Source: an optimization exercise on an open RTL-to-GDS flow (aim: small area and a short achievable clock period). Production flows keep margins and buffers that such runs may drop. Only simulation tests tie the RTL to the original design; equivalence was not proved. Power is estimated from default activity; no workload was simulated.

<file path="flow/config.mk">
export PLATFORM = sky130hd
export DESIGN_NAME = main
export DESIGN_NICKNAME = main
export VERILOG_FILES = /design/flow/design.v
export SDC_FILE = /design/flow/constraint.sdc
export NUM_CORES = 4
export LEC_CHECK = 0
export CAP_MARGIN = 20
export CORE_MARGIN = 2
export CORE_UTILIZATION = 40
export SLEW_MARGIN = 20
</file>
<file path="flow/run.sh">
#!/bin/bash
# synth_recipe.tcl (not shown) runs the flow's synth.tcl, then flattens the netlist and writes it again
# the make line also repeats each setting of config.mk as NAME=value (left out here)
make -C /OpenROAD-flow-scripts/flow DESIGN_CONFIG=/design/flow/config.mk WORK_HOME=/design/flow/orfs CLKGATE_MAP_FILE= SYNTH_SCRIPT=/design/flow/synth_recipe.tcl finish
</file>
<file path="flow/design.v">
`timescale 1ns / 1ps
module main(
	 input clk, 
	 input [19:0] data,
	 output reg [7:0] result_Ra,
	 output reg [7:0] result_Rb,
	 output reg [7:0] result_Rc,
	 output reg [7:0] result_Rd,
	 output reg [15:0] result_bFloat,
	 output reg SF,
	 output reg ZF
    );
	 reg [7:0] Ra;
	 reg [7:0] Rb;
	 reg [7:0] Rc;
	 reg [7:0] Rd;
	 reg [15:0]result_mul;
	 parameter Ra_flag = 8'b00000001;
	 parameter Rb_flag = 8'b00000010;
	 parameter Rc_flag = 8'b00000100;
	 parameter Rd_flag = 8'b00001000;
	 parameter save_op = 4'b0001;
	 parameter save_reg = 4'b0010;
	 parameter sum_op = 4'b0011;
	 parameter sum_reg = 4'b0100;
	 parameter sub_op = 4'b0101;
	 parameter sub_reg = 4'b0110;
	 parameter mul_op = 4'b0111;
	 parameter mul_reg = 4'b1000;
	 parameter shift_r = 4'b1011;
	 parameter shift_l = 4'b1100;
	 parameter bFloat = 4'b1101;
	 integer i;
	 reg [12:0]floating_point_3digit;
	 reg [15:0] binary_floating_point;
	 reg [7:0] exp_value; 
	 reg [7:0] decimal_point;
	 reg condition;
	 always @ (posedge clk) begin
	    case(data[19:16])
			  save_op: begin
				   case(data[15:8])
					    Ra_flag: begin
						     Ra = data[7:0];
							  if (Ra[7] == 1)
									SF = 1;
							  else
									SF = 0;
							  if (Ra == 0)
									ZF = 1;
							  else
									ZF = 0;
						 end
						 Rb_flag: begin
						     Rb = data[7:0];
							  if (Rb[7] == 1)
									SF = 1;
							  else
									SF = 0;
							  if (Rb == 0)
									ZF = 1;
							  else
									ZF = 0;
						 end
						 Rc_flag: begin
						     Rc = data[7:0];
							  if (Rc[7] == 1)
									SF = 1;
							  else
									SF = 0;
							  if (Rc == 0)
									ZF = 1;
							  else
									ZF = 0;
						 end
						 Rd_flag: begin
						     Rd = data[7:0];
							  if (Rd[7] == 1)
									SF = 1;
							  else
									SF = 0;
							  if (Rd == 0)
									ZF = 1;
							  else
									ZF = 0;
						 end
					endcase
			  end
			  save_reg: begin
				   case(data[15:8])
						 Ra_flag: begin
						     case(data[7:0])
							      Rb_flag: begin
									    Ra = Rb;
									end
									Rc_flag: begin
									    Ra = Rc;
									end
									Rd_flag: begin
									    Ra = Rd;
									end
							  endcase
							  if (Ra[7] == 1)
									SF = 1;
							  else
									SF = 0;
							  if (Ra == 0)
									ZF = 1;
							  else
									ZF = 0;
						 end
						 Rb_flag: begin
						     case(data[7:0])
							      Ra_flag: begin
									    Rb = Ra;
									end
									Rc_flag: begin
									    Rb = Rc;
									end
									Rd_flag: begin
									    Rb = Rd;
									end
							  endcase
							  if (Rb[7] == 1)
									SF = 1;
							  else
									SF = 0;
							  if (Rb == 0)
									ZF = 1;
							  else
									ZF = 0;
						 end
						 Rc_flag: begin
						     case(data[7:0])
							      Ra_flag: begin
									    Rc = Ra;
									end
									Rb_flag: begin
									    Rc = Rb;
									end
									Rd_flag: begin
									    Rc = Rd;
									end
							  endcase
							  if (Rc[7] == 1)
									SF = 1;
							  else
									SF = 0;
							  if (Rc == 0)
									ZF = 1;
							  else
									ZF = 0;
						 end
						 Rd_flag: begin
						     case(data[7:0])
							      Ra_flag: begin
									    Rd = Ra;
									end
									Rb_flag: begin
									    Rd = Rb;
									end
									Rc_flag: begin
									    Rd = Rc;
									end
							  endcase
							  if (Rd[7] == 1)
									SF = 1;
							  else
									SF = 0;
							  if (Rd == 0)
									ZF = 1;
							  else
									ZF = 0;
						 end
					endcase
			  end
			  sum_op: begin
			      case(data[15:8])
						 Ra_flag: begin
						     Ra = Ra + data[7:0];
							  if (Ra[7] == 1)
									SF = 1;
							  else
									SF = 0;
							  if (Ra == 0)
									ZF = 1;
							  else
									ZF = 0;
						 end
						 Rb_flag: begin
						     Rb = Rb + data[7:0];
							  if (Rb[7] == 1)
									SF = 1;
							  else
									SF = 0;
							  if (Rb == 0)
									ZF = 1;
							  else
									ZF = 0;
						 end
						 Rc_flag: begin
						     Rc = Rc + data[7:0];
							  if (Rc[7] == 1)
									SF = 1;
							  else
									SF = 0;
							  if (Rc == 0)
									ZF = 1;
							  else
									ZF = 0;
						 end
						 Rd_flag: begin
						     Rd = Rd + data[7:0];
							  if (Rd[7] == 1)
									SF = 1;
							  else
									SF = 0;
							  if (Rd == 0)
									ZF = 1;
							  else
									ZF = 0;
						 end
					endcase
			  end
			  sum_reg: begin
			      case(data[15:8])
						 Ra_flag: begin
						     case(data[7:0])
									Ra_flag: begin
										 Ra = Ra + Ra;
									end
							      Rb_flag: begin
									    Ra = Ra + Rb;
									end
									Rc_flag: begin
									    Ra = Ra + Rc;
									end
									Rd_flag: begin
									    Ra = Ra + Rd;
									end
							  endcase
							  if (Ra[7] == 1)
									SF = 1;
							  else
									SF = 0;
							  if (Ra == 0)
									ZF = 1;
							  else
									ZF = 0;
						 end
						 Rb_flag: begin
						     case(data[7:0])
							      Ra_flag: begin
									    Rb = Rb + Ra;
									end
									Rc_flag: begin
									    Rb = Rb + Rc;
									end
									Rd_flag: begin
									    Rb = Rb + Rd;
									end
							  endcase
							  if (Rb[7] == 1)
									SF = 1;
							  else
									SF = 0;
							  if (Rb == 0)
									ZF = 1;
							  else
									ZF = 0;
						 end
						 Rc_flag: begin
						     case(data[7:0])
							      Ra_flag: begin
									    Rc = Rc + Ra;
									end
									Rb_flag: begin
									    Rc = Rc + Rb;
									end
									Rd_flag: begin
									    Rc = Rc + Rd;
									end
							  endcase
							  if (Rc[7] == 1)
									SF = 1;
							  else
									SF = 0;
							  if (Rc == 0)
									ZF = 1;
							  else
									ZF = 0;
						 end
						 Rd_flag: begin
						     case(data[7:0])
							      Ra_flag: begin
									    Rd = Rd + Ra;
									end
									Rb_flag: begin
									    Rd = Rd + Rb;
									end
									Rc_flag: begin
									    Rd = Rd + Rc;
									end
							  endcase
							  if (Rd[7] == 1)
									SF = 1;
							  else
									SF = 0;
							  if (Rd == 0)
									ZF = 1;
							  else
									ZF = 0;
						 end
					endcase
			  end
			  sub_op: begin
			      case(data[15:8])
						 Ra_flag: begin
						     Ra = Ra - data[7:0];
							  if (Ra[7] == 1)
									SF = 1;
							  else
									SF = 0;
							  if (Ra == 0)
									ZF = 1;
							  else
									ZF = 0;
						 end
						 Rb_flag: begin
						     Rb = Rb - data[7:0];
							  if (Rb[7] == 1)
									SF = 1;
							  else
									SF = 0;
							  if (Rb == 0)
									ZF = 1;
							  else
									ZF = 0;
						 end
						 Rc_flag: begin
						     Rc = Rc - data[7:0];
							  if (Rc[7] == 1)
									SF = 1;
							  else
									SF = 0;
							  if (Rc == 0)
									ZF = 1;
							  else
									ZF = 0;
						 end
						 Rd_flag: begin
						     Rd = Rd - data[7:0];
							  if (Rd[7] == 1)
									SF = 1;
							  else
									SF = 0;
							  if (Rd == 0)
									ZF = 1;
							  else
									ZF = 0;
						 end
					endcase
			  end
			  sub_reg: begin
			      case(data[15:8])
						 Ra_flag: begin
						     case(data[7:0])
							      Rb_flag: begin
									    Ra = Ra - Rb;
									end
									Rc_flag: begin
									    Ra = Ra - Rc;
									end
									Rd_flag: begin
									    Ra = Ra - Rd;
									end
							  endcase
							  if (Ra[7] == 1)
									SF = 1;
							  else
									SF = 0;
							  if (Ra == 0)
									ZF = 1;
							  else
									ZF = 0;
						 end
						 Rb_flag: begin
						     case(data[7:0])
							      Ra_flag: begin
									    Rb = Rb - Ra;
									end
									Rc_flag: begin
									    Rb = Rb - Rc;
									end
									Rd_flag: begin
									    Rb = Rb - Rd;
									end
							  endcase
							  if (Rb[7] == 1)
									SF = 1;
							  else
									SF = 0;
							  if (Rb == 0)
									ZF = 1;
							  else
									ZF = 0;
						 end
						 Rc_flag: begin
						     case(data[7:0])
							      Ra_flag: begin
									    Rc = Rc - Ra;
									end
									Rb_flag: begin
									    Rc = Rc - Rb;
									end
									Rd_flag: begin
									    Rc = Rc - Rd;
									end
							  endcase
							  if (Rc[7] == 1)
									SF = 1;
							  else
									SF = 0;
							  if (Rc == 0)
									ZF = 1;
							  else
									ZF = 0;
						 end
						 Rd_flag: begin
						     case(data[7:0])
							      Ra_flag: begin
									    Rd = Rd - Ra;
									end
									Rb_flag: begin
									    Rd = Rd - Rb;
									end
									Rc_flag: begin
									    Rd = Rd - Rc;
									end
							  endcase
							  if (Rd[7] == 1)
									SF = 1;
							  else
									SF = 0;
							  if (Rd == 0)
									ZF = 1;
							  else
									ZF = 0;
						 end
					endcase
			  end
			  mul_op: begin
			      case(data[15:8])
						 Ra_flag: begin
						     result_mul = Ra * data[7:0];
						 end
						 Rb_flag: begin
						     result_mul = Rb * data[7:0];
						 end
						 Rc_flag: begin
						     result_mul = Rc * data[7:0];
						 end
						 Rd_flag: begin
						     result_mul = Rd * data[7:0];
						 end
					endcase
					Ra = result_mul[7:0];
					Rd = result_mul[15:8];
					if (Rd[7] == 1)
						 SF = 1;
					else
						 SF = 0;
					if (Rd == 0 && Ra == 0)
						 ZF = 1;
					else
						 ZF = 0;
			  end
			  mul_reg: begin
			      case(data[15:8])
						 Ra_flag: begin
						     case(data[7:0])
							      Rb_flag: begin
									    result_mul = Ra * Rb;
									end
									Rc_flag: begin
									    result_mul = Ra * Rc;
									end
									Rd_flag: begin
									    result_mul = Ra * Rd;
									end
							  endcase
						 end
						 Rb_flag: begin
						     case(data[7:0])
							      Ra_flag: begin
									    result_mul = Rb * Ra;
									end
									Rc_flag: begin
									    result_mul = Rb * Rc;
									end
									Rd_flag: begin
									    result_mul = Rb * Rd;
									end
							  endcase
						 end
						 Rc_flag: begin
						     case(data[7:0])
							      Ra_flag: begin
									    result_mul = Rc * Ra;
									end
									Rb_flag: begin
									    result_mul = Rc * Rb;
									end
									Rd_flag: begin
									    result_mul = Rc * Rd;
									end
							  endcase
						 end
						 Rd_flag: begin
						     case(data[7:0])
							      Ra_flag: begin
									    result_mul = Rd * Ra;
									end
									Rb_flag: begin
									    result_mul = Rd * Rb;
									end
									Rc_flag: begin
									    result_mul = Rd * Rc;
									end
							  endcase
						 end
					endcase
					Ra = result_mul[7:0];
					Rd = result_mul[15:8];
					if (Rd[7] == 1)
						 SF = 1;
					else
						 SF = 0;
					if (Rd == 0 && Ra == 0)
						 ZF = 1;
					else
						 ZF = 0;
			  end
			  shift_r: begin
			      case(data[15:8])
						 Ra_flag: begin
						     for (i=0;i<255;i = i+1)
							      if (i < data[7:0]) Ra = Ra/2;
							  if (Ra[7] == 1)
									SF = 1;
							  else
									SF = 0;
							  if (Ra == 0)
									ZF = 1;
							  else
									ZF = 0;
						 end
						 Rb_flag: begin
						     for (i=0;i<255;i = i+1)
							      if (i < data[7:0]) Rb = Rb/2;
							  if (Rb[7] == 1)
									SF = 1;
							  else
									SF = 0;
							  if (Rb == 0)
									ZF = 1;
							  else
									ZF = 0;
						 end
						 Rc_flag: begin
						     for (i=0;i<255;i = i+1)
							      if (i < data[7:0]) Rc = Rc/2;
							  if (Rc[7] == 1)
									SF = 1;
							  else
									SF = 0;
							  if (Rc == 0)
									ZF = 1;
							  else
									ZF = 0;
						 end
						 Rd_flag: begin
						     for (i=0;i<255;i = i+1)
							      if (i < data[7:0]) Rd = Rd/2;
							  if (Rd[7] == 1)
									SF = 1;
							  else
									SF = 0;
							  if (Rd == 0)
									ZF = 1;
							  else
									ZF = 0;
						 end
					endcase
			  end
			  shift_l: begin
			      case(data[15:8])
						 Ra_flag: begin
						     for (i=0;i<255;i = i+1)
							      if (i < data[7:0]) Ra = Ra*2;
							  if (Ra[7] == 1)
									SF = 1;
							  else
									SF = 0;
							  if (Ra == 0)
									ZF = 1;
							  else
									ZF = 0;
						 end
						 Rb_flag: begin
						     for (i=0;i<255;i = i+1)
							      if (i < data[7:0]) Rb = Rb*2;
							  if (Rb[7] == 1)
									SF = 1;
							  else
									SF = 0;
							  if (Rb == 0)
									ZF = 1;
							  else
									ZF = 0;
						 end
						 Rc_flag: begin
						     for (i=0;i<255;i = i+1)
							      if (i < data[7:0]) Rc = Rc*2;
							  if (Rc[7] == 1)
									SF = 1;
							  else
									SF = 0;
							  if (Rc == 0)
									ZF = 1;
							  else
									ZF = 0;
						 end
						 Rd_flag: begin
						     for (i=0;i<255;i = i+1)
							      if (i < data[7:0]) Rd = Rd*2;
							  if (Rd[7] == 1)
									SF = 1;
							  else
									SF = 0;
							  if (Rd == 0)
									ZF = 1;
							  else
									ZF = 0;
						 end
					endcase
			  end
			  bFloat: begin
			      Rb[6:0] = 0;
					binary_floating_point = 0;
					exp_value = 0;
					Rc = 0;
					decimal_point = data[15:8];
					if(data[7:0] < 10) 
						floating_point_3digit = data[7:0] * 100;
					else if(data[7:0] < 100)
						floating_point_3digit = data[7:0] * 10;
					else
						floating_point_3digit = data[7:0];
					for(i = 0; i < 16; i = i + 1) begin 
						floating_point_3digit = floating_point_3digit * 2;				
						if (floating_point_3digit >= 1000) begin
							binary_floating_point[15 - i] = 1;
							floating_point_3digit = floating_point_3digit - 1000;
						end
						else
							binary_floating_point[15 - i] = 0;
					end
					SF = 0;
					if(decimal_point[7]) begin
						SF = 1;
						decimal_point = ~decimal_point + 1;
					end
					exp_value = -1; 
					for(i = 0; i < 8; i = i + 1)  
						if(decimal_point[i]) 
							exp_value = i;
					condition = 1;
					if(exp_value[7])
						for(i = 0; i < 8; i = i + 1)
							if(binary_floating_point[15 - i] == 0 & condition)  
								exp_value = -1 * i - 2;
							else
								condition = 0;
					Rc = 127 + exp_value; 
					case(exp_value) 
						8'b11111001: Rb[6 : 0] = binary_floating_point[8:2];
						8'b11111010: Rb[6 : 0] = binary_floating_point[9:3];
						8'b11111011: Rb[6 : 0] = binary_floating_point[10:4];
						8'b11111100: Rb[6 : 0] = binary_floating_point[11:5];
						8'b11111101: Rb[6 : 0] = binary_floating_point[12:6];
						8'b11111110: Rb[6 : 0] = binary_floating_point[13:7];
						8'b11111111: Rb[6 : 0] = binary_floating_point[14:8];
						0: begin 
							Rb[6 : 0] = binary_floating_point[15 : 9];
						end
						1: begin 
							Rb[6 : 6] = decimal_point[0:0]; 
							Rb[5 : 0] = binary_floating_point[15 : 10];
						end
						2: begin 
							Rb[6 : 5] = decimal_point[1:0]; 
							Rb[4 : 0] = binary_floating_point[15 : 11];
						end
						3: begin 
							Rb[6 : 4] = decimal_point[2:0]; 
							Rb[3 : 0] = binary_floating_point[15 : 12];
						end
						4: begin 
							Rb[6 : 3] = decimal_point[3:0]; 
							Rb[2 : 0] = binary_floating_point[15 : 13];
						end
						5: begin 
							Rb[6 : 2] = decimal_point[4:0]; 
							Rb[1 : 0] = binary_floating_point[15 : 14];
						end
						6: begin 
							Rb[6 : 1] = decimal_point[5:0]; 
							Rb[0 : 0] = binary_floating_point[15 : 15];
						end
					endcase
					if(decimal_point == 0 && data[7:0] == 0)begin  
						Rb[6:0] = 0;
						Rc = 0;
						ZF = 1;
					end
					else
						ZF = 0;
					Rb[7] = SF;
					result_bFloat[15] = SF;
					result_bFloat[14:7] = Rc;
					result_bFloat[6:0] = Rb[6:0];
			  end
			  default: begin
			  end
		 endcase
		 result_Ra = Ra;
		 result_Rb = Rb;
		 result_Rc = Rc;
		 result_Rd = Rd;
	 end
endmodule
</file>
<file path="flow/constraint.sdc">
create_clock -name core_clock -period 15.0 [get_ports {clk}]
set_input_delay 3.0000 -clock core_clock [delete_from_list [all_inputs] [get_ports {clk}]]
set_output_delay 3.0000 -clock core_clock [all_outputs]
set_load 0.01 [all_outputs]
</file>
==> run notes <==
-- through the flow --
step | instance area, um2 | TNS, ns | hold WS (ns) | utilization (%) | power, W
global route | 60900 | -0.0226 | 0.868 | 42.9 | 0.00692
CTS | 60800 | 0 | 0.815 | 42.8 | 0.00623
global placement | 60500 | 0 | 0.782 | 42.6 | 0.00587
detailed placement | 60500 | 0 | 0.795 | 42.6 | 0.00591
finish | 60900 | 0 | 0.868 | 42.9 | 0.00638
floorplan | 57400 | 0 | 0.633 | - | 0.00422
-- final timing paths --
path	start	end	cells past startpoint
setup reg to reg	result_Rc[3]	SF	28
setup / recovery	data[2]	result_Rb[0]	48
hold reg to reg	result_mul[5]	result_mul[5]	2
hold / removal	result_mul[5]	result_mul[5]	2
-- final cells by class --
class	count	area (um2)	area share, %
Antenna cell	3	7.51	0.0123
Clock buffer	9	225	0.370
Clock inverter	7	125	0.205
Inverter	679	2560	4.20
Multi-Input combinational cell	6989	50700	83.2
Sequential cell	66	1980	3.25
Tap cell	1890	2360	3.88
Timing Repair Buffer	371	2960	4.86
-- logic make-up after synthesis --
kind of cell,after synthesis,share of synthesized area [%]
AOI/OAI and AO/OA,2942,33.9
xor gates and xnor gates,272,4.18
adders and majority gates,937,25.4
buffers and inverters,1318,8.78
DFF,66,3.46
muxes,104,1.91
and+or+nand+nor,2734,22.3
-- cell usage after synthesis, types with 39 or more instances --
cell type	n
nand2_1	887
a21oi_1	773
nor2_1	718
inv_1	671
ha_1	555
o21ai_0	547
clkbuf_1	530
fa_1	382
and2_1	375
nand3_1	245
xnor2_1	225
o211ai_1	198
nor3_1	179
a31oi_1	141
a211oi_1	130
o22ai_1	130
a22oi_1	124
o21bai_1	114
a21o_1	103
o31ai_1	83
buf_1	81
mux2i_1	80
edfxtp_1	66
a221oi_1	55
nand2b_1	51
o221ai_1	50
xor2_1	45
nor4_1	44
a222oi_1	42
o311ai_0	40
and3_1	39
-- power by group --
group | internal [W] | switching [W] | leakage [nW]
Sequential | 0.000220 | 0.0000124 | 0.600
Combinational | 0.00212 | 0.00375 | 24.1
Clock | 0.000164 | 0.000110 | 0.171
-- registers in the layout, summed over array words and instances (netlist names) --
name / count
SF: 1
result_Rc: 8
result_Ra: 8
result_Rd: 8
result_Rb: 8
ZF: 1
result_bFloat: 16
result_mul: 16
-- worst register-to-register path: cells and delay by family, from the launching register on --
kind	cells	cell delay [ns]
buffers and inverters	1	0.46
AO/OA/AOI/OAI	21	7.15
flip-flops	1	0.67
AND/OR/NAND/NOR	6	1.12
-- routing by layer --
metal | wire, um | vias to the layer above | GRT usage (%)
met1 | 117000 | 32600 | 51.6
met2 | 121000 | 4355 | 57.2
met4 | 16500 | 2 | 17.8
met3 | 29300 | 786 | 5.75
met5 | 16 | - | 0
li1 | - | 29700 | -
-- repair_timing --
action | 4_1_cts | 5_1_grt
endpoints found under the setup margin | 0 | 14
buffers inserted | 0 | 5
gates resized for setup | 0 | 18
==> run notes <==
largest cells by area after synthesis=fa_1, ha_1, a21oi_1, nand2_1, o21ai_0; antenna violations before repair=6; fillers=around 15,000; vias in the first global route=63,000; most frequent CP cell=buf_4; clock sinks=66; most used flip-flop cell after synthesis=edfxtp_1; Crit path arrival time=14.30 ns; Worst setup EP type=flip-flop; Cells after Synth=8,373; flops & latches, synth=66; H-Tree Depth=3; period utilisation layout=a little over nine tenths; startpoint type of the worst setup path=input pin; commonest cells after routing, fill and taps aside=nand2_1, a21oi_1, nor2_1; status=no timing/DRC/antenna violations; fmax=~71 MHz; placed cell count=9,990; Max-cap violations=0; YS warnings=1; slowest stage delay, CP=0.58 ns; first-pass GRT wire length=421 mm; HPWL after detailed placement=approximately 210 mm; commonest non-fill, non-tap cell in the layout=nand2_1; share of the yosys chip area belonging to registers=about 3.5%; Clock Skew=0.0263 ns; largest net degree at the start of global routing=67; P per Cell Area=105 nW/um2; Synth Area per Inst=6.85 um2; row count=138; Layout area overhead=6.28%; grt ovf=0; Post-Syn Area=57,300 um2; Initial Utilization=40.4%; delay-heaviest family, CP=compound AO/OA/AOI/OAI gates; total CTS buffers=9; Total Routing Usage GR=37.5%; cts hold-fix bufs=0; final net count=approximately 9,100; Worst R2R Setup Slack=5.33 ns; crit path time final=roughly 14 ns; Synth area leader=fa_1; Post-Synthesis Net Count=9,331; worst path bufs/invs=8; # DRC=0; ratio of cells with drive above 1 in the final layout=6.62%; Worst Path Required=15.12 ns; via count=67,400; final instance count without filler cells=around 10,000; TritonRoute pass-1 iters=10; routed wire length=285 mm; Setup WS post-layout=0.822 ns; worst-skew pair later-pin latency=0.40 ns; Iter 0 DRT Violations=9,230; Fin. Hold Viols=0; Worst Hold Class=flip-flop to flip-flop; clock buffer depth=2; Die Wd=383 um; Slew @ Worst Pin=~1.4 ns; CTS root buf=clkbuf_16; Final GP Congestion=1.08; max_slew headroom=approximately 7%; CTS tree=built; Die Height=383 um; wire length per cell=around 28 um; Synth top area share=between 10% and 20%; Setup violations, final=0; pre-CTS setup slack=0.0936 ns; Buffers on Ports=70; Leak Pwr=24.9 nW; fin. max-slew vios=0; ys async rst share=0%; worst vdd rail ir drop=217 uV; routed vias/inst=6.73; core area=142,000 um2; Die Area=146,000 um2; Reg clk slew, reported paths=0.07 ns; Worst Path Class, Setup=input pin to flip-flop; Post-synth EDFFs=66; Top Ports=between 70 and 80; Critical-path top delay cell=or4_1; Routed Antenna Nets=0; crit-path max FO=34; Yosys cell types=131

port drivers added, routing unchanged:
In the flow no input, the clock included, has a driving cell. The finished layout below was timed again as built, in two steps. Step 1 (the two cells are an assumption about what drives the block):
set clk [get_ports {clk}]
set_driving_cell -lib_cell sky130_fd_sc_hd__clkbuf_16 $clk
set_driving_cell -lib_cell sky130_fd_sc_hd__buf_2 [delete_from_list [all_inputs] $clk]
Step 2 adds t to the input delays and takes it off the output delays; t is the mean of the earliest and latest rising clock arrival at the registers after step 1. Input paths then give back, and output paths get back, about the clock's delay inside the block. a / b / c = ideal ports / drivers / drivers and shift; a / b = the first two.
t (ns): 0.458
slack for setup (ns): 0.822 / 0.834 / 0.376
worst hold slack (ns): 0.868 / 0.868 / 0.868
clock arrival spread, ns: 0.026 / 0.027
worst slew at a driven data input, ns: 0.14
After both steps this run still meets setup and hold. For this run, drivers alone change the setup slack by +0.012 ns; drivers and shift together by -0.446 ns.
